Background: an optimization exercise with open tools, aiming at small area, a short achievable clock period and few clock cycles. Do not read the settings as production practice.
The RTL was checked by simulation tests, not by an equivalence proof against the original design.
No activity file was given, so power comes from the tool's default toggle rates.

== build 89 ==
Design divider, start of the top module:
module divider #(
    parameter XLEN_WIDTH = 32
)(
    input                   clk_i,
    input                   rst_i,
    input                   stall_i,
    input  logic [XLEN_WIDTH-1:0]      a_i,
    input  logic [XLEN_WIDTH-1:0]      b_i,
    input  logic            req_i,
    input  logic            kill_i,
    input  logic [ 1 : 0]   operation_sel_i,
    output logic [XLEN_WIDTH-1:0]      div_result_o,
    output logic            ready_o,
    output logic            result_valid_o
);
clock: 5.5 ns
lec_check: 0
cap_margin: 20
core_margin: 2
core_utilization: 45
place_density: 0.6
setup_slack_margin: 1.0
slew_margin: 20
standard.sh (not shown) runs the stock make flow with config.mk's settings and CLKGATE_MAP_FILE= SYNTH_SCRIPT=/design/flow/synth_recipe.tcl, a recipe that flattens the netlist after the stock synthesis.
==> flow/flow/run.sh <==
#!/bin/bash
# Standard layout, with the port buffers made from plain buffers rather than
# the delay cells buffer_ports picks by default.
set -e
cp standard.sh standard_sh.log
export BUFFER_PORTS_ARGS="-buffer_cell sky130_fd_sc_hd__buf_2"
bash standard.sh > standard.log 2>&1
Testbench counts of build 89, summed over its fixed seeds: cycles 67,179.
Inputs modified between build 89 and build 21:
# build 89
export LEC_CHECK = 0
export CAP_MARGIN = 20
export CORE_MARGIN = 2
export CORE_UTILIZATION = 45
export PLACE_DENSITY = 0.6
export SETUP_SLACK_MARGIN = 1.0
export SLEW_MARGIN = 20
create_clock -name core_clock -period 5.5 [get_ports {clk_i}]
# build 21
export LEC_CHECK = 0
export CAP_MARGIN = 20
export CORE_MARGIN = 2
export CORE_UTILIZATION = 45
export PLACE_DENSITY = 0.6
export SETUP_SLACK_MARGIN = 1.5
export SLEW_MARGIN = 20
create_clock -name core_clock -period 5.5 [get_ports {clk_i}]
==> flow/run.sh (new file) <==
#!/bin/bash
# synth_recipe.tcl (not shown) runs the flow's synth.tcl, then flattens the netlist and writes it again
# the make line also repeats each setting of config.mk as NAME=value (left out here)
make -C /OpenROAD-flow-scripts/flow DESIGN_CONFIG=/design/flow/config.mk WORK_HOME=/design/flow/orfs CLKGATE_MAP_FILE= SYNTH_SCRIPT=/design/flow/synth_recipe.tcl finish
removed: flow/flow/run.sh
removed: flow/standard.sh
[summary]
Going from build 89 to build 21, total of cells resized after clock tree synthesis grew by more than 100%.
Via count: build 21 vs build 89 up about 5.5%
Against build 89, fmax in build 21 came out better.
Re post-detailed-route wirelength per cell: build 89 and build 21 aren't equal, and the lower value belongs to build 89.
Combinational power of build 21 exceeds that of build 89 by more than 10%.
Build 21 vs build 89, portion of total power attributed to the clock network went down by 0.6 points.
Build 21 reports its critical-path cell with the highest stage delay as ha_1 while build 89 reports or4_4.
Taking build 21 over build 89, the sum of met3 wire segment lengths after detailed routing ratio works out to 1.2.
In build 21, the total wirelength of the detailed-routed design came out about 7.5% above the value in build 89.
Power ends up higher on build 21.
Compared with build 89, in build 21 worst max-slew margin expressed relative to the limit went up by 3.8 points, total setup buffers inserted after CTS saw an increase.
The inputs of build 45 differ from those of build 21 as listed below.
# build 21
export LEC_CHECK = 0
export CAP_MARGIN = 20
export CORE_MARGIN = 2
export CORE_UTILIZATION = 45
export PLACE_DENSITY = 0.6
export SETUP_SLACK_MARGIN = 1.5
export SLEW_MARGIN = 20
create_clock -name core_clock -period 5.5 [get_ports {clk_i}]
# build 45
export LEC_CHECK = 0
export CAP_MARGIN = 20
export CORE_MARGIN = 2
export CORE_UTILIZATION = 65
export PLACE_DENSITY = 0.75
export SETUP_SLACK_MARGIN = 1.0
export SLEW_MARGIN = 20
create_clock -name core_clock -period 5.5 [get_ports {clk_i}]
==> run summary <==
Build 45 closes out successfully: all stages finished, all timing, DRC and antenna checks passed.
Global-route wire length before repair improves in build 45 relative to build 21.
In build 45 relative to build 21, fmax had gone down by a few percent.
Compared build 45 vs build 21, and share of total power in the clock network is up in build 45.
Build 21 → build 45: post-layout instance area went down 5.9%; global placement routability congestion now sits higher.
Diff build 45..build 21 | post-synthesis cell type count | unchanged
Summary of build 45 over build 21: maximum number of pins on one net before global-route repair shrank by 13; effective utilization at floorplan shows an increase of 20 points.
Build 21 vs build 45, most congested layer reported by global routing: met1 vs met2

========
v45:
divider, a different RTL version from the one above (not shown whole).
For scale: roughly 120 flip-flops, roughly 110 I/O pins.
export LEC_CHECK = 0
export CAP_MARGIN = 20
export CORE_MARGIN = 2
export CORE_UTILIZATION = 45
export PLACE_DENSITY = 0.6
export SETUP_SLACK_MARGIN = 0.7
export SLEW_MARGIN = 20
create_clock -name core_clock -period 5.5 [get_ports {clk_i}]
==> flow/flow/run.sh <==
#!/bin/bash
# Standard layout, with the port buffers made from plain buffers rather than
# the delay cells buffer_ports picks by default.
set -e
cp standard.sh standard_sh.log
export BUFFER_PORTS_ARGS="-buffer_cell sky130_fd_sc_hd__buf_2"
bash standard.sh > standard.log 2>&1
Testbench counts of v45, summed over its fixed seeds: cycles 64,645.
diff inputs: v45 => v9
diff --git a/flow/config.mk b/flow/config.mk
--- a/flow/config.mk
+++ b/flow/config.mk
@@ -10,4 +10,4 @@
 export CORE_UTILIZATION = 45
 export PLACE_DENSITY = 0.6
-export SETUP_SLACK_MARGIN = 0.7
+export SETUP_SLACK_MARGIN = 1.4
 export SLEW_MARGIN = 20
[summary]
v9 has completed all stages; timing, DRC and antenna checks passed.
v45 did not stop at any stage, and its layout met the timing, DRC and antenna checks.
The non-clock buffer count in v45 is 0.79 times that in v9.
Wire length of the first global-routing pass: v9 vs v45 up 2.0%
Power per standard cell area of v9 is on par with v45.
When v9 is set beside v45, its overall routed net length turns out to be about 2.3% larger.
v45 → v9: global-route usage rose 0.46 points; number of placed instances with taps included has remained practically unchanged; largest driver fanout on the critical path -28.
### v9 -> v42
==> flow/run.sh (new file) <==
#!/bin/bash
# synth_recipe.tcl (not shown) runs the flow's synth.tcl, then flattens the netlist and writes it again
# the make line also repeats each setting of config.mk as NAME=value (left out here)
make -C /OpenROAD-flow-scripts/flow DESIGN_CONFIG=/design/flow/config.mk WORK_HOME=/design/flow/orfs CLKGATE_MAP_FILE= SYNTH_SCRIPT=/design/flow/synth_recipe.tcl finish
diff --git a/flow/config.mk b/flow/config.mk
--- a/flow/config.mk
+++ b/flow/config.mk
@@ -10,4 +10,4 @@
 export CORE_UTILIZATION = 45
 export PLACE_DENSITY = 0.6
-export SETUP_SLACK_MARGIN = 1.4
+export SETUP_SLACK_MARGIN = 1.0
 export SLEW_MARGIN = 20
removed: flow/flow/run.sh
removed: flow/standard.sh
[summary]
v42 closes out successfully: all stages finished, all timing, DRC and antenna checks passed.
Both conditions hold for v9: the flow ran to the end and the final layout passed the timing, DRC and antenna checks.
[diff] power, v42 relative to v9: improvement
Compared to v9, v42 has cell count 48 higher.
Re global router's overall resource usage: v9 was lower than v42.
Sum of buffers and inverters on the critical path was higher in the run labelled v42.
The non-clock buffer count in v42 is 1.3 times that in v9.
The final reports for v42 and v9 show layout-stage area growth over the synthesis result higher in the former.
Compared to v9, the router laid down more metal wire for v42.
Source of the critical timing path: b_i[26] -> v9, b_i[12] -> v42
From v42 to v9, overall overflow remaining after global route did not move at all.
Summary: setup slack, v42 worse than v9
In v42 relative to v9, post-detailed-route wirelength per cell had gone down slightly.
The lower power share of the combinational group of v42 and v9 is in v42.
Here is what was changed in the inputs of v21 compared with v42.
==> flow/flow/run.sh (new file) <==
#!/bin/bash
# Standard layout, with the port buffers made from plain buffers rather than
# the delay cells buffer_ports picks by default.
set -e
cp standard.sh standard_sh.log
export BUFFER_PORTS_ARGS="-buffer_cell sky130_fd_sc_hd__buf_2"
bash standard.sh > standard.log 2>&1
==> flow/standard.sh (new file) <==
#!/bin/bash
# synth_recipe.tcl (not shown) runs the flow's synth.tcl, then flattens the netlist and writes it again
# the make line also repeats each setting of config.mk as NAME=value (left out here)
make -C /OpenROAD-flow-scripts/flow DESIGN_CONFIG=/design/flow/config.mk WORK_HOME=/design/flow/orfs CLKGATE_MAP_FILE= SYNTH_SCRIPT=/design/flow/synth_recipe.tcl "${@:-finish}"
removed: flow/run.sh
Notes after the runs:
- v21 against v42: clock skew decreased 0.0092 ns; number of cells in the finished layout apart from fillers decreased 75.
- From v42 to v21, die outline area did not move at all.
- Pin count of the biggest net entering global routing, v42 and v21: smaller value in v21
- Looking only at largest fanout of any net on the critical path, and setting everything else aside, the lower value of v42 and v21 goes to v42.
- | clock network area share | v21 vs v42 | 0.16 points higher |
- Sort v42 and v21 by number of clock buffers in the layout, descending, and v42 comes first.
- Utilization after layout in v21 is 3.5 points lower than in v42
- NOTE: layout-stage area growth over the synthesis result in v21 falls short of that of v42

separate check: timing with driven ports:
No port has a modelled driver above. Below, the same layouts with a new extraction and two added sets of constraints.
Step 1 assumes that a clkbuf_16 drives the clock port and a buf_2 every other input.
Step 2 moves the port delays by t, midway between the first and last clock arrival at a register: inputs arrive t later, outputs are due t later. That takes back most of the time a late clock gives input paths.
a / b / c = no drivers / after step 1 / after step 2; a / b = the first two.
run | shift t [ns] | setup WS [ns] | worst setup path after step 2
build 89 | 0.412 | 1.051 / 1.067 / 0.654 | input to register
build 21 | 0.415 | 1.115 / 1.141 / 0.726 | input to register
build 45 | 0.400 | 0.923 / 0.947 / 0.547 | input to register
v45 | 0.486 | 0.908 / 0.908 / 0.475 | input to register
v9 | 0.485 | 1.029 / 1.039 / 0.554 | input to register
v42 | 0.480 | 0.850 / 0.863 / 0.383 | input to register
v21 | 0.492 | 1.058 / 1.069 / 0.576 | input to register
After both steps every run listed still meets setup and hold. The setup slack of v21, which loses most, moves by +0.011 ns with the drivers and by -0.482 ns with both steps.
